Source: an optimization exercise on an open RTL-to-GDS flow (aim: small area). Production flows keep margins and buffers that such runs may drop.
At most, simulation tests tie the RTL to the original design; equivalence was not proved.
Power is estimated from default activity; no workload was simulated.

Setup of oak:
// Shift_filter
module Shift_filter
				(
				i_clk,
				i_arst_n,
				i_filter,
				i_fop_fin,
				o_filter
				);
Size in the first run: about 540 cells after synthesis, ~45 I/O pins, roughly 0.0080 mm² of cells after synthesis.
==> module Shift_filter, before the edit <==
module Shift_filter
				(
				i_clk,
				i_arst_n,
				i_filter,
				i_fop_fin,
				o_filter
				);
input	i_clk;
input	i_arst_n;
input 	[6:0]	i_fop_fin;
input	signed	[17:0]	i_filter;
output	reg signed	[17:0]	o_filter;
reg	[6:0]	phase;
reg		started;		 
reg	[3:0]	tap_k;
reg signed	[17:0]	hold_reg;
reg signed	[17:0]	ring [0:9];
reg signed	[24:0]	acc;
integer i;
wire	take = (phase == i_fop_fin);
always @(posedge i_clk, negedge i_arst_n) begin
	if (!i_arst_n) begin
		phase <= 0;
		started <= 0;
	end else begin
		phase <= take ? 7'd0 : phase + 1'b1;
		if (take)
			started <= 1;
	end
end
always @(posedge i_clk)
	if (!take)
		tap_k <= (tap_k == 0) ? 4'd9 : tap_k - 1'b1;
always @(posedge i_clk)
	if (take)
		hold_reg <= i_filter;
wire	early = ~|phase[6:4];
wire	first = early & (phase[3:0] == 4'd0);
wire	w_tap = early & (phase[3:0] >= 4'd1) & (phase[3:0] <= 4'd10);
wire	w_w0 = early & (phase[3:0] >= 4'd2) & (phase[3:0] <= 4'd11);
wire	w_h = first;
wire	k0 = (tap_k == 4'd0);
wire	k8 = (tap_k == 4'd9) | (tap_k == 4'd8) | (tap_k == 4'd2) | (tap_k == 4'd1);
wire	k11 = (tap_k == 4'd6) | (tap_k == 4'd4);
wire	k16 = (tap_k == 4'd5);
wire	kw0 = (tap_k == 4'd5) | (tap_k == 4'd3);
wire	ins = w_tap & k0;
wire	sel_h = started & ins;
wire	sel_r = started & ~ins;
always @(posedge i_clk) begin
	ring[0] <= ({18{sel_h}} & hold_reg) | ({18{sel_r}} & ring[9]);
	for (i = 1; i < 10; i = i + 1)
		ring[i] <= ring[i - 1];
end
wire signed	[17:0]	tap = ring[9];
wire signed	[17:0]	w0 = ring[0];
wire	p2 = w_tap & (k0 | k11);
wire	p3 = w_tap & k8;
wire	p_w0 = w_w0 & kw0;
wire	q_t = w_tap & k0;
wire	q4 = w_tap & (k11 | k16);
wire	[21:0]	p = ({22{p2}} & {{2{tap[17]}}, tap, 2'b0})
			| ({22{p3}} & {tap[17], tap, 3'b0})
			| ({22{p_w0}} & {{4{w0[17]}}, w0})
			| ({22{w_h}} & {{2{hold_reg[17]}}, hold_reg, 2'b0});
wire	[21:0]	q = ({22{q_t}} & {{4{tap[17]}}, tap})
			| ({22{q4}} & {tap, 4'b0})
			| ({22{w_h}} & {{4{hold_reg[17]}}, hold_reg});
wire	[24:0]	a = first ? 25'd16 : acc;
wire	[24:0]	b = {3'b111, p[21], ~p[20:0]};
wire	[24:0]	c = {3'b000, ~q[21], q[20:0]};
wire	[24:0]	s = a ^ b ^ c;
wire	[24:0]	m = (a & b) | (a & c) | (b & c);
reg	[1:0]	cs_pend;		 
reg	[1:0]	rc_pend;		 
wire	[24:0]	cy = {m[23:17], cs_pend[1], m[15:9], cs_pend[0], m[7:0], 1'b1};
wire	[24:0]	ci;
wire	[24:0]	sum = s ^ cy ^ ci;
wire	[24:0]	co = (s & cy) | (s & ci) | (cy & ci);
assign	ci = {co[23:17], rc_pend[1], co[15:9], rc_pend[0], co[7:0], 1'b0};
always @(posedge i_clk) begin
	acc <= sum;
	cs_pend <= {m[16], m[8]};
	rc_pend <= {co[16], co[8]};
end
wire	ovf = (acc[24:22] != 3'b000) && (acc[24:22] != 3'b111);
wire	load = started & ~early;
wire	keep_y = load & ~ovf;
wire	set_lo = load & ovf & ~acc[24];		 
wire	set_hi = load & ovf & acc[24];		 
wire	[17:0]	y = {acc[22:6], acc[5] & (|acc[4:0])};
always @(posedge i_clk, negedge i_arst_n)
	if (!i_arst_n)
		o_filter <= 0;
	else
		o_filter <= ({18{keep_y}} & y) | ({18{~load}} & o_filter) | {set_hi, {17{set_lo}}};
endmodule
==> flow/config.mk <==
export PLATFORM = sky130hd
export DESIGN_NAME = Shift_filter
export DESIGN_NICKNAME = Shift_filter
export VERILOG_FILES = /design/flow/design.v
export SDC_FILE = /design/flow/constraint.sdc
export NUM_CORES = 4
export LEC_CHECK = 0
export ABC_AREA = 1
export CAP_MARGIN = 0
export CORE_MARGIN = 2
export CORE_UTILIZATION = 65
export PLACE_DENSITY = 0.8
export SLEW_MARGIN = 0
==> flow/constraint.sdc <==
create_clock -name core_clock -period 7.0 [get_ports {i_clk}]
set_input_delay 1.4000 -clock core_clock [delete_from_list [all_inputs] [get_ports {i_clk}]]
set_output_delay 1.4000 -clock core_clock [all_outputs]
set_load 0.01 [all_outputs]
standard.sh (not shown) runs the stock make flow with config.mk's settings and CLKGATE_MAP_FILE= SYNTH_SCRIPT=/design/flow/synth_recipe.tcl, a recipe that flattens the netlist after the stock synthesis.
==> flow/flow/run.sh <==
#!/bin/bash
# The standard layout (the standard.sh), with these changes to how it is made:
#  - Yosys's ABC step maps with an area-oriented script (flow/abc_area.script)
#    in place of ORFS's abc_area.script, in a copy of ORFS's scripts folder;
#  - in that copy, right after the full adders are mapped, flow/fa_polarity.py
#    picks for each full adder the polarity (a full adder is self-dual) that
#    leaves the fewest inverters between adders and flip-flops;
#  - the port buffers are plain buf_1 cells;
#  - clock tree synthesis runs with the options in flow/cts_args.
set -euo pipefail
rm -rf scripts_local
cp -r "$FLOW_HOME/scripts" scripts_local
cp flow/abc_area.script scripts_local/abc_area.script
python3 - scripts_local/synth.tcl <<'PY'
import sys
p = sys.argv[1]
s = open(p).read()
anchor = "# Technology mapping of latches"
hook = """# Full adders in the cheaper of their two polarities (flow/fa_polarity.py)
write_json $::env(RESULTS_DIR)/fa_polarity_in.json
puts [exec python3 $::env(FA_POLARITY_PY) $::env(RESULTS_DIR)/fa_polarity_in.json $::env(RESULTS_DIR)/fa_polarity_out.json]
design -reset
read_json $::env(RESULTS_DIR)/fa_polarity_out.json
hierarchy -top $::env(DESIGN_NAME)
opt_clean

"""
assert s.count(anchor) == 1
open(p, "w").write(s.replace(anchor, hook + anchor))
PY
export FA_POLARITY_PY="$PWD/flow/fa_polarity.py"
bash standard.sh "SCRIPTS_DIR=$PWD/scripts_local" \
	"BUFFER_PORTS_ARGS=-buffer_cell sky130_fd_sc_hd__buf_1" \
	"CTS_ARGS=$(cat flow/cts_args)" finish > standard_flow.log 2>&1
Other scripts of this flow, unchanged in this note and not shown: flow/flow/abc_area.script, flow/flow/cts_args, flow/flow/fa_polarity.py
#### Input delta (pine over oak)
-- flow/design.v --
<<< oak, line 33
always @(posedge i_clk)
	if (!take)
		tap_k <= (tap_k == 0) ? 4'd9 : tap_k - 1'b1;
always @(posedge i_clk)
	if (take)
>>> pine, line 33
always @(posedge i_clk)
	if (!take)
		case (tap_k)
		4'd6: tap_k <= 4'd5;
		4'd4: tap_k <= 4'd6;
		4'd15: tap_k <= 4'd4;
		4'd0: tap_k <= 4'd15;
		4'd3: tap_k <= 4'd0;
		4'd11: tap_k <= 4'd3;
		4'd13: tap_k <= 4'd11;
		4'd12: tap_k <= 4'd13;
		4'd14: tap_k <= 4'd12;
		4'd5: tap_k <= 4'd14;
		default: tap_k <= 4'd5;
		endcase
always @(posedge i_clk)
	if (take)
<<< oak, line 42
wire	w_w0 = early & (phase[3:0] >= 4'd2) & (phase[3:0] <= 4'd11);
wire	w_h = first;
wire	k0 = (tap_k == 4'd0);
wire	k8 = (tap_k == 4'd9) | (tap_k == 4'd8) | (tap_k == 4'd2) | (tap_k == 4'd1);
wire	k11 = (tap_k == 4'd6) | (tap_k == 4'd4);
wire	k16 = (tap_k == 4'd5);
wire	kw0 = (tap_k == 4'd5) | (tap_k == 4'd3);
wire	ins = w_tap & k0;
wire	sel_h = started & ins;
>>> pine, line 54
wire	w_w0 = early & (phase[3:0] >= 4'd2) & (phase[3:0] <= 4'd11);
wire	w_h = first;
wire	bias = early & (phase[3:0] == 4'd12);
wire	k0 = (tap_k == 4'd6);
wire	k8 = (tap_k == 4'd5) | (tap_k == 4'd14) | (tap_k == 4'd15) | (tap_k == 4'd4);
wire	k11 = (tap_k == 4'd13) | (tap_k == 4'd3);
wire	k16 = (tap_k == 4'd11);
wire	kw0 = (tap_k == 4'd11) | (tap_k == 4'd0);
wire	ins = w_tap & k0;
wire	sel_h = started & ins;
<<< oak, line 64
wire	[21:0]	p = ({22{p2}} & {{2{tap[17]}}, tap, 2'b0})
			| ({22{p3}} & {tap[17], tap, 3'b0})
			| ({22{p_w0}} & {{4{w0[17]}}, w0})
			| ({22{w_h}} & {{2{hold_reg[17]}}, hold_reg, 2'b0});
wire	[21:0]	q = ({22{q_t}} & {{4{tap[17]}}, tap})
			| ({22{q4}} & {tap, 4'b0})
			| ({22{w_h}} & {{4{hold_reg[17]}}, hold_reg});
wire	[24:0]	a = first ? 25'd16 : acc;
wire	[24:0]	b = {3'b111, p[21], ~p[20:0]};
wire	[24:0]	c = {3'b000, ~q[21], q[20:0]};
>>> pine, line 77
wire	[21:0]	p = ({22{p2}} & {{2{tap[17]}}, tap, 2'b0})
			| ({22{p3}} & {tap[17], tap, 3'b0})
			| ({22{p_w0}} & {{4{w0[17]}}, w0});
wire	[21:0]	q = ({22{q_t}} & {{4{tap[17]}}, tap})
			| ({22{q4}} & {tap, 4'b0})
			| ({22{w_h}} & {{4{hold_reg[17]}}, hold_reg})
			| {17'd0, bias, 4'd0};
wire	[24:0]	a = first ? ~{{5{hold_reg[17]}}, hold_reg, 2'b00} : acc;
wire	[24:0]	b = {3'b111, p[21], ~p[20:0]};
wire	[24:0]	c = {3'b000, ~q[21], q[20:0]};
<<< oak, line 80
wire	[24:0]	sum = s ^ cy ^ ci;
wire	[24:0]	co = (s & cy) | (s & ci) | (cy & ci);
assign	ci = {co[23:17], rc_pend[1], co[15:9], rc_pend[0], co[7:0], 1'b0};
always @(posedge i_clk) begin
	acc <= sum;
>>> pine, line 93
wire	[24:0]	sum = s ^ cy ^ ci;
wire	[24:0]	co = (s & cy) | (s & ci) | (cy & ci);
assign	ci = {co[23:17], rc_pend[1], co[15:9], rc_pend[0], co[7:0], first};
always @(posedge i_clk) begin
	acc <= sum;
Notes after the runs:
Re total routed wire length on the met1 layer: oak was higher than pine. Higher number of nets at the end of the flow among oak and pine: oak. When pine is measured against oak, its layout inverter count without the clock tree turns out 10 higher. Power density over cell area in pine is about 1.8% higher than in oak. Area growth from synthesis to layout (pine over oak): increase, 0.20 points. Looking at oak and pine, the sequential cell count is a wash. pine ends up with lower first-pass GRT wire length than oak does. Going from oak to pine, die outline area shrank slightly. pine vs oak: pre-CTS worst setup slack up in pine. The synthesis-stage register bit count of oak and that of pine are within noise of each other. Area: pine vs oak -> pine smaller. From oak to pine the numbers moved as follows: number of fillers in the final layout down 1.3%, count of cell types in the netlist up 8.6%.
For pine, only the layout was checked, not whether the RTL still works.

[separate check: timing with driven ports]
The flow's constraints put no driver on any port. The routed layouts listed below were extracted and timed again, unchanged, in two steps. Step 1 assumes that a clkbuf_16 drives the clock port and a buf_2 every other input. Step 2 moves the port delays by t, midway between the first and last clock arrival at a register: inputs arrive t later, outputs are due t later. That takes back most of the time a late clock gives input paths. Slacks: ideal / step 1 / step 2; pairs: ideal / step 1.
| run | shift t [ns] | setup slack, ns | worst register clock-pin slew, ns | worst data-port slew with drivers (ns) |
|---|---|---|---|---|
| oak | 0.605 | 0.570 / 0.570 / 0.570 | 0.12 / 0.12 | 0.04 |
| pine | 0.594 | 0.707 / 0.707 / 0.707 | 0.11 / 0.11 | 0.03 |
After both steps setup and hold are still met in every run listed.
